This design comes from an exercise in tuning for small area and a short achievable clock period on the open sky130 flow, not from production work.
At most, simulation tests tie the RTL to the original design; equivalence was not proved.
The clock port is modelled as an ideal driver, which makes a skipped or thinned clock tree look cheaper than it is; a real chip needs a root buffer or a tree.
Power is estimated from default activity; no workload was simulated.

==> run C: inputs <==
==> flow/design.v <==
module adder_top (
    input         clk,
    input  [63:0] a,
    input  [63:0] b,
    input         cin,
    output [63:0] sum,
    output        cout
);
    reg [63:0] a_q, b_q;
    reg        cin_q;
    reg [63:0] sum_q;
    reg        cout_q;
    wire [63:0] s;
    wire        c;
    Adder #(.WIDTH(64)) u_adder (
        .io_a   (a_q),
        .io_b   (b_q),
        .io_cin (cin_q),
        .io_sum (s),
        .io_cout(c)
    );
    always @(posedge clk) begin
        a_q    <= a;
        b_q    <= b;
        cin_q  <= cin;
        sum_q  <= s;
        cout_q <= c;
    end
    assign sum  = sum_q;
    assign cout = cout_q;
endmodule

module Adder #(
    parameter WIDTH = 64
) (
    input  [WIDTH-1:0] io_a,
    input  [WIDTH-1:0] io_b,
    input              io_cin,
    output [WIDTH-1:0] io_sum,
    output             io_cout
);
assign {io_cout, io_sum}  = io_a + io_b + io_cin;
endmodule
==> flow/run.sh <==
#!/bin/bash
# synth_recipe.tcl (not shown) runs the flow's synth.tcl, then flattens the netlist and writes it again
# the make line also repeats each setting of config.mk as NAME=value (left out here)
make -C /OpenROAD-flow-scripts/flow DESIGN_CONFIG=/design/flow/config.mk WORK_HOME=/design/flow/orfs CLKGATE_MAP_FILE= SYNTH_SCRIPT=/design/flow/synth_recipe.tcl finish
==> flow/config.mk <==
export PLATFORM = sky130hd
export DESIGN_NAME = adder_top
export DESIGN_NICKNAME = adder_top
export VERILOG_FILES = /design/flow/design.v
export SDC_FILE = /design/flow/constraint.sdc
export NUM_CORES = 4
export LEC_CHECK = 0
export ABC_CLOCK_PERIOD_IN_PS = 2500
export CAP_MARGIN = 20
export CORE_MARGIN = 2
export CORE_UTILIZATION = 40
export PLACE_DENSITY = 0.6
export SETUP_SLACK_MARGIN = 0.6
export SLEW_MARGIN = 20
==> flow/constraint.sdc <==
create_clock -name core_clock -period 3.1 [get_ports {clk}]
set_input_delay 0.6200 -clock core_clock [delete_from_list [all_inputs] [get_ports {clk}]]
set_output_delay 0.6200 -clock core_clock [all_outputs]
set_load 0.01 [all_outputs]
==> run E (differences from run C) <==
- ABC_CLOCK_PERIOD_IN_PS: 2500 -> 1000
- SETUP_SLACK_MARGIN: 0.6 -> 1.1
==> summary of the runs <==
- Clock skew: run C is higher than run E (0.0064 ns).
- Run E produced a clean layout. Run C completed with no timing, DRC or antenna violations.
- Against run E, the utilization of run C is lower by 1.3 points.
- In synthesized cell count, run C and run E do not differ.
- Cell count: run E is higher than run C (about 1.3%).
- Die area is the same in run C and run E.
- Of run C and run E, run E has the higher global-route usage (gap 0.067 points).
==> figures <==
item	run C	run E
Post-CTS Repair Setup Buffers	17	26
Worst flop-to-flop path endpoint	sum_q[60]$_DFF_P_	sum_q[44]$_DFF_P_
Total area of sequential cells	3886 µm²	3885 µm²
Power Clock	2.14 mW	2.19 mW
Final Util	58.89%	60.21%
Vias post-DR	6,355	6,574
Worst Hold Margin	0.5446 ns	0.5402 ns
Max Clock Freq	349.0 MHz	350.0 MHz
Worst slew pin tran	0.7588 ns	0.5647 ns
Sequential share of cell area	34.02%	33.26%
Number of antenna violations at the first check in global routing	1	0
Result of the run	no timing/DRC/antenna violations	no timing/DRC/antenna violations
Post-place setup slack	0.07332 ns	0.1577 ns

==> inputs of run a <==
Another version of the RTL of adder_top (not shown whole).
Settings: LEC_CHECK=0, ABC_CLOCK_PERIOD_IN_PS=1500, CAP_MARGIN=20, CORE_ASPECT_RATIO=0.5, CORE_MARGIN=2, CORE_UTILIZATION=40, PLACE_DENSITY=0.6, SETUP_SLACK_MARGIN=1.4, SLEW_MARGIN=20, SYNTH_HIERARCHICAL=1; clock period 3.1 ns.
standard.sh (not shown) runs the stock make flow with config.mk's settings and CLKGATE_MAP_FILE= SYNTH_SCRIPT=/design/flow/synth_recipe.tcl, a recipe that flattens the netlist after the stock synthesis.
==> flow/flow/run.sh <==
#!/bin/bash
# Layout: the standard ORFS flow (standard.sh) with three changes:
#  - flow/pins.tcl places the ports as a bit-sliced datapath (operands on the
#    bottom edge, results on the top edge, both in bit order);
#  - the input and output ports are buffered by buf_1 (buffer_ports -buffer_cell);
#  - after clock tree synthesis, flow/clocktree.tcl replaces the clock tree with
#    a two-level one (see its header); timing repair then runs after global
#    routing, on the new tree.
# make's full output goes to flow_make.log; each ORFS step logs to orfs/logs/.
set -euo pipefail
here=$(pwd)
bash standard.sh \
  BUFFER_PORTS_ARGS="-buffer_cell sky130_fd_sc_hd__buf_1" \
  PRE_IO_PLACEMENT_TCL="$here/flow/pins.tcl" \
  SKIP_CTS_REPAIR_TIMING=1 \
  POST_CTS_TCL="$here/flow/clocktree.tcl" \
  finish > flow_make.log 2>&1
==> flow/flow/pins.tcl <==
# PRE_IO_PLACEMENT hook: lay the ports out as a bit-sliced datapath.  The die
# width is cut into 66 equal slots; slot 0 holds cin, slot i+1 holds a[i] and
# b[i] on the bottom edge and sum[i] on the top edge, slot 65 holds cout on
# the top edge.  The clock goes on the left edge.  place_pins then picks the
# exact legal positions inside each slot.
set die [[ord::get_db_block] getDieArea]
set x0 [expr { [$die xMin] / 1000.0 + 3.0 }]
set x1 [expr { [$die xMax] / 1000.0 - 3.0 }]
set step [expr { ($x1 - $x0) / 66.0 }]
proc pins_slot { x0 step k } {
  set a [expr { $x0 + $k * $step }]
  return [format "%.3f-%.3f" $a [expr { $a + $step }]]
}
set_io_pin_constraint -pin_names {cin} -region bottom:[pins_slot $x0 $step 0]
for { set i 0 } { $i < 64 } { incr i } {
  set r [pins_slot $x0 $step [expr { $i + 1 }]]
  set_io_pin_constraint -pin_names [list "a\[$i\]" "b\[$i\]"] -region bottom:$r
  set_io_pin_constraint -pin_names [list "sum\[$i\]"] -region top:$r
}
set_io_pin_constraint -pin_names {cout} -region top:[pins_slot $x0 $step 65]
set_io_pin_constraint -pin_names {clk} -region left:*
Other scripts of this flow, unchanged in this note and not shown: flow/flow/clocktree.tcl
==> run b: changes against run a <==
==> flow/flow/run.sh (replaced) <==
#!/bin/bash
# Layout: the standard ORFS flow (standard.sh) with two changes:
#  - the input and output ports are buffered by buf_1 (buffer_ports -buffer_cell);
#  - after clock tree synthesis, flow/clocktree.tcl replaces the clock tree with
#    a two-level one (see its header); timing repair then runs after global
#    routing, on the new tree.
# make's full output goes to flow_make.log; each ORFS step logs to orfs/logs/.
set -euo pipefail
here=$(pwd)
bash standard.sh \
  BUFFER_PORTS_ARGS="-buffer_cell sky130_fd_sc_hd__buf_1" \
  SKIP_CTS_REPAIR_TIMING=1 \
  POST_CTS_TCL="$here/flow/clocktree.tcl" \
  finish > flow_make.log 2>&1
CORE_ASPECT_RATIO = not set   (was 0.5)
PLACE_DENSITY = 0.85   (was 0.6)
removed: flow/flow/pins.tcl
==> summary of the runs <==
Run b finished with timing, DRC and antenna clean. Run a completed with no timing, DRC or antenna violations.
In run b the first-iteration DRC count is larger than in run a, by about 7%.
Of run b and run a, run a has the higher power (gap 1.6%, measured against run a).
Of run a and run b, run a has the higher hold slack (gap 0.070 ns).
Clock power: run b is larger than run a (about 4%).
Synthesized area is the same in run a and run b.
No functional check of the RTL was part of any run of this note. In every run of this note, the design's own scripts or RTL, not TritonCTS, make the clock network.

==> yarrow <==
Another version of the RTL of adder_top (not shown whole).
clock: 3.1 ns
lec_check: 0
abc_clock_period_in_ps: 1500
cap_margin: 20
core_margin: 2
core_utilization: 40
cts_buf_list: sky130_fd_sc_hd__clkbuf_8
place_density: 0.6
setup_slack_margin: 1.3
slew_margin: 20
synth_hierarchical: 1
==> flow/flow/run.sh <==
#!/bin/bash
# Layout: the standard ORFS flow with two changes:
#  - the input and output ports are buffered by buf_1 (buffer_ports -buffer_cell)
#  - after clock tree synthesis, flow/skew.tcl gives the result registers a
#    later clock (useful skew on the register-to-register adder path); timing
#    repair then runs after global routing, with the skew in place.
set -euo pipefail
here=$(pwd)
bash standard.sh \
  BUFFER_PORTS_ARGS="-buffer_cell sky130_fd_sc_hd__buf_1" \
  SKIP_CTS_REPAIR_TIMING=1 \
  POST_CTS_TCL="$here/flow/skew.tcl" \
  finish > flow_make.log 2>&1
==> flow/flow/skew.tcl <==
# POST_CTS hook: give the result registers (sum_q, cout_q) a later clock than
# the operand registers, so the adder path between them gets more of the
# cycle.  Every result register's clock pin is moved from its leaf clock net
# onto a new net driven by a delay buffer hung on that same leaf net.
set skew_cell sky130_fd_sc_hd__clkbuf_4
set block [ord::get_db_block]
set master [[ord::get_db] findMaster $skew_cell]
if { $master == "NULL" } { error "no master $skew_cell" }
set groups [dict create]
foreach inst [$block getInsts] {
  set n [$inst getName]
  if { [string match "sum_q*" $n] || [string match "cout_q*" $n] } {
    set it [$inst findITerm CLK]
    set net [$it getNet]
    dict lappend groups [$net getName] $it
  }
}
set k 0
foreach netname [dict keys $groups] {
  set net [$block findNet $netname]
  set iterms [dict get $groups $netname]
  set newnet [odb::dbNet_create $block "clk_late_$k"]
  $newnet setSigType CLOCK
  set buf [odb::dbInst_create $block $master "clk_late_buf_$k"]
  set sx 0
  set sy 0
  foreach it $iterms {
    set b [[$it getInst] getBBox]
    set sx [expr { $sx + ([$b xMin] + [$b xMax]) / 2 }]
    set sy [expr { $sy + ([$b yMin] + [$b yMax]) / 2 }]
    $it disconnect
    $it connect $newnet
  }
  set n [llength $iterms]
  $buf setLocation [expr { $sx / $n }] [expr { $sy / $n }]
  $buf setPlacementStatus PLACED
  foreach it [$buf getITerms] {
    set mt [$it getMTerm]
    if { [$mt getSigType] == "POWER" || [$mt getSigType] == "GROUND" } { continue }
    if { [$mt getIoType] == "INPUT" } { $it connect $net }
    if { [$mt getIoType] == "OUTPUT" } { $it connect $newnet }
  }
  puts "skew: $netname -> clk_late_$k ($n result registers)"
  incr k
}
global_connect
detailed_placement
check_placement -verbose
estimate_parasitics -placement
report_clock_skew
report_checks -path_delay max -digits 3
report_checks -path_delay max -to [all_outputs] -digits 3
report_worst_slack -max
report_worst_slack -min
==> lagoon (differences from yarrow) <==
==> flow/flow/run.sh (replaced) <==
#!/bin/bash
# Layout: the standard ORFS flow, with the input and output ports buffered
# by a plain buffer (buf_2) instead of the cell buffer_ports picks on its own.
set -euo pipefail
bash standard.sh BUFFER_PORTS_ARGS="-buffer_cell sky130_fd_sc_hd__buf_2" finish > flow_make.log 2>&1
ABC_CLOCK_PERIOD_IN_PS = 1000   (was 1500)
CORE_UTILIZATION = 65   (was 40)
CTS_BUF_LIST = default   (was sky130_fd_sc_hd__clkbuf_8)
PLACE_DENSITY = 0.85   (was 0.6)
SETUP_SLACK_MARGIN = 1.4   (was 1.3)
removed: flow/flow/skew.tcl
==> delta (differences from yarrow) <==
==> flow/flow/run.sh (replaced) <==
#!/bin/bash
# Layout: the standard ORFS flow, with the input and output ports buffered
# by a plain buffer (buf_1) instead of the cell buffer_ports picks on its own.
set -euo pipefail
bash standard.sh BUFFER_PORTS_ARGS="-buffer_cell sky130_fd_sc_hd__buf_1" finish > flow_make.log 2>&1
SETUP_SLACK_MARGIN = 1.1   (was 1.3)
removed: flow/flow/skew.tcl
==> quartz (differences from yarrow) <==
==> flow/flow/run.sh (replaced) <==
#!/bin/bash
# Layout: the standard ORFS flow, with the input and output ports buffered
# by a plain buffer (buf_2) instead of the cell buffer_ports picks on its own.
set -euo pipefail
bash standard.sh BUFFER_PORTS_ARGS="-buffer_cell sky130_fd_sc_hd__buf_2" finish > flow_make.log 2>&1
ABC_CLOCK_PERIOD_IN_PS = 1000   (was 1500)
CORE_UTILIZATION = 50   (was 40)
CTS_BUF_LIST = default   (was sky130_fd_sc_hd__clkbuf_8)
PLACE_DENSITY = 0.7   (was 0.6)
SETUP_SLACK_MARGIN = 1.4   (was 1.3)
removed: flow/flow/skew.tcl
==> impl_metrics.toml <==
[status]
status = "complete, no violations"

[critical_path]
cp_common_cell = "a21oi_2"
critPathLaunch = "b_q[4]"
worstReg2RegEnd = "sum_q[52]"

[layout]
multi_input_area_share_pct = 43.26
final_cell_mix = "buf_1 (193), dfxtp_1 (186), xor2_1 (107)"
seq_share_pct = 39.00
multi_input_area_sq_mm = 0.004319
final_util_pct = 53.55

[floorplanning]
die_height_um = 141.5

[sta]
fin_hold_ws_ns = 0.2512
rsz0062_at_grt = "true"

[route]
drt-met1-wl_mm = 7.846
via_per_inst = 4.632
route.detailed.drc = 0

[hold_path]
hp-start = "b[1]"

[pwr]
sw_frac_of_total_pct = 29.79
(the above is from yarrow)
==> impl_metrics.toml <==
[status]
status = "complete, no violations"

[layout]
final_cell_mix = "buf_2 (194), dfxtp_1 (111), xor2_1 (107)"
n_sequential_cell = 194
multi_input_area_sq_mm = 0.005171
multi_input_area_share_pct = 44.87
seq_share_pct = 34.90

[critical_path]
critPathLaunch = "b_q[5]"
worstReg2RegEnd = "sum_q[60]"
cp_common_cell = "a21oi_4"

[floorplanning]
die_height_um = 127.0

[pwr]
switching_power_mw = 2.190
sw_frac_of_total_pct = 32.00

[sta]
rsz0062_at_grt = "true"

[route]
via_per_inst = 5.177
route.detailed.drc = 0
(the above is from quartz)
==> impl_metrics.toml <==
[global_routing]
grtUsageMet1_pct = 84.30
top_usage_layer = "met2"
grt_use_total_pct = 91.67

[synthesis]
synth_top_family_by_area = "compound AO/OA/AOI/OAI gates"
synth_top_area_share_pct = 51.36
netlist_instances = 789
ys_warn_count = 7
syn-cell-area_sq_mm = 0.007562

[floorplanning]
chipWidth_um = 111.9
die_height_um = 111.9

[status]
haltStage = "global routing"
status = "stopped before the end"
firstError = "[ERROR GRT-0232] Routing congestion too high. Check the congestion heatmap in the GUI."

[clock_tree]
root_buffer = "clkbuf_16"

[sta]
crit_endpoint = "sum_q[50]$_DFF_P_/D"
(the above is from lagoon)
==> impl_metrics.toml <==
[layout]
seq_share_pct = 40.24
final_cell_mix = "buf_1 (194), dfxtp_1 (192), xor2_1 (107)"
clk_share_pct = 4.431
multi_input_area_sq_mm = 0.004139
seqCellArea_sq_mm = 0.003886
multi_input_area_share_pct = 42.86
final_util_pct = 51.81

[place]
placed_area_sq_mm = 0.008587

[pwr]
seq_cell_power_mw = 2.93
sw_frac_of_total_pct = 31.01

[sta]
rsz0062_at_grt = "true"
fin_hold_ws_ns = 0.2312

[critical_path]
worstReg2RegEnd = "sum_q[50]"
cp_common_cell = "a21oi_2"
critPathLaunch = "b_q[3]"

[floorplanning]
die_height_um = 141.5

[status]
status = "complete, no violations"

[hold_path]
hp-start = "a[31]"
(the above is from delta)

==> separate check: timing with driven ports <==
In the flow no input, the clock included, has a driving cell. The finished layouts below were timed again as built, in two steps. Step 1: set_driving_cell puts a clkbuf_16 on clk and a buf_2 on each other input, an assumption about the parent block. Step 2 adds t to the input delays and takes it off the output delays; t is the mean of the earliest and latest rising clock arrival at the registers after step 1. Input paths then give back, and output paths get back, about the clock's delay inside the block. Three values: ideal, step 1, step 2; two values: the first two.
run | t (ns) | setup WS [ns] | hold WS [ns] | worst setup path at the end | worst data-port slew with drivers (ns)
run C | 0.483 | 0.235 / 0.235 / 0.235 | 0.545 / 0.545 / 0.545 | register to register | 0.08
run E | 0.483 | 0.243 / 0.243 / 0.243 | 0.540 / 0.540 / 0.540 | register to register | 0.07
run a | 0.398 | 1.167 / 1.167 / 1.167 | 0.420 / 0.351 / 0.433 | register to register | 0.04
run b | 0.404 | 1.293 / 1.294 / 1.294 | 0.349 / 0.349 / 0.349 | register to register | 0.06
yarrow | 0.563 | 1.335 / 1.302 / 1.335 | 0.251 / 0.236 / 0.313 | register to register | 0.05
delta | 0.505 | 1.151 / 1.151 / 1.151 | 0.231 / 0.216 / 0.471 | register to register | 0.06
quartz | 0.484 | 1.092 / 1.092 / 1.092 | 0.267 / 0.246 / 0.465 | register to register | 0.05
After both steps every run listed still meets setup and hold.
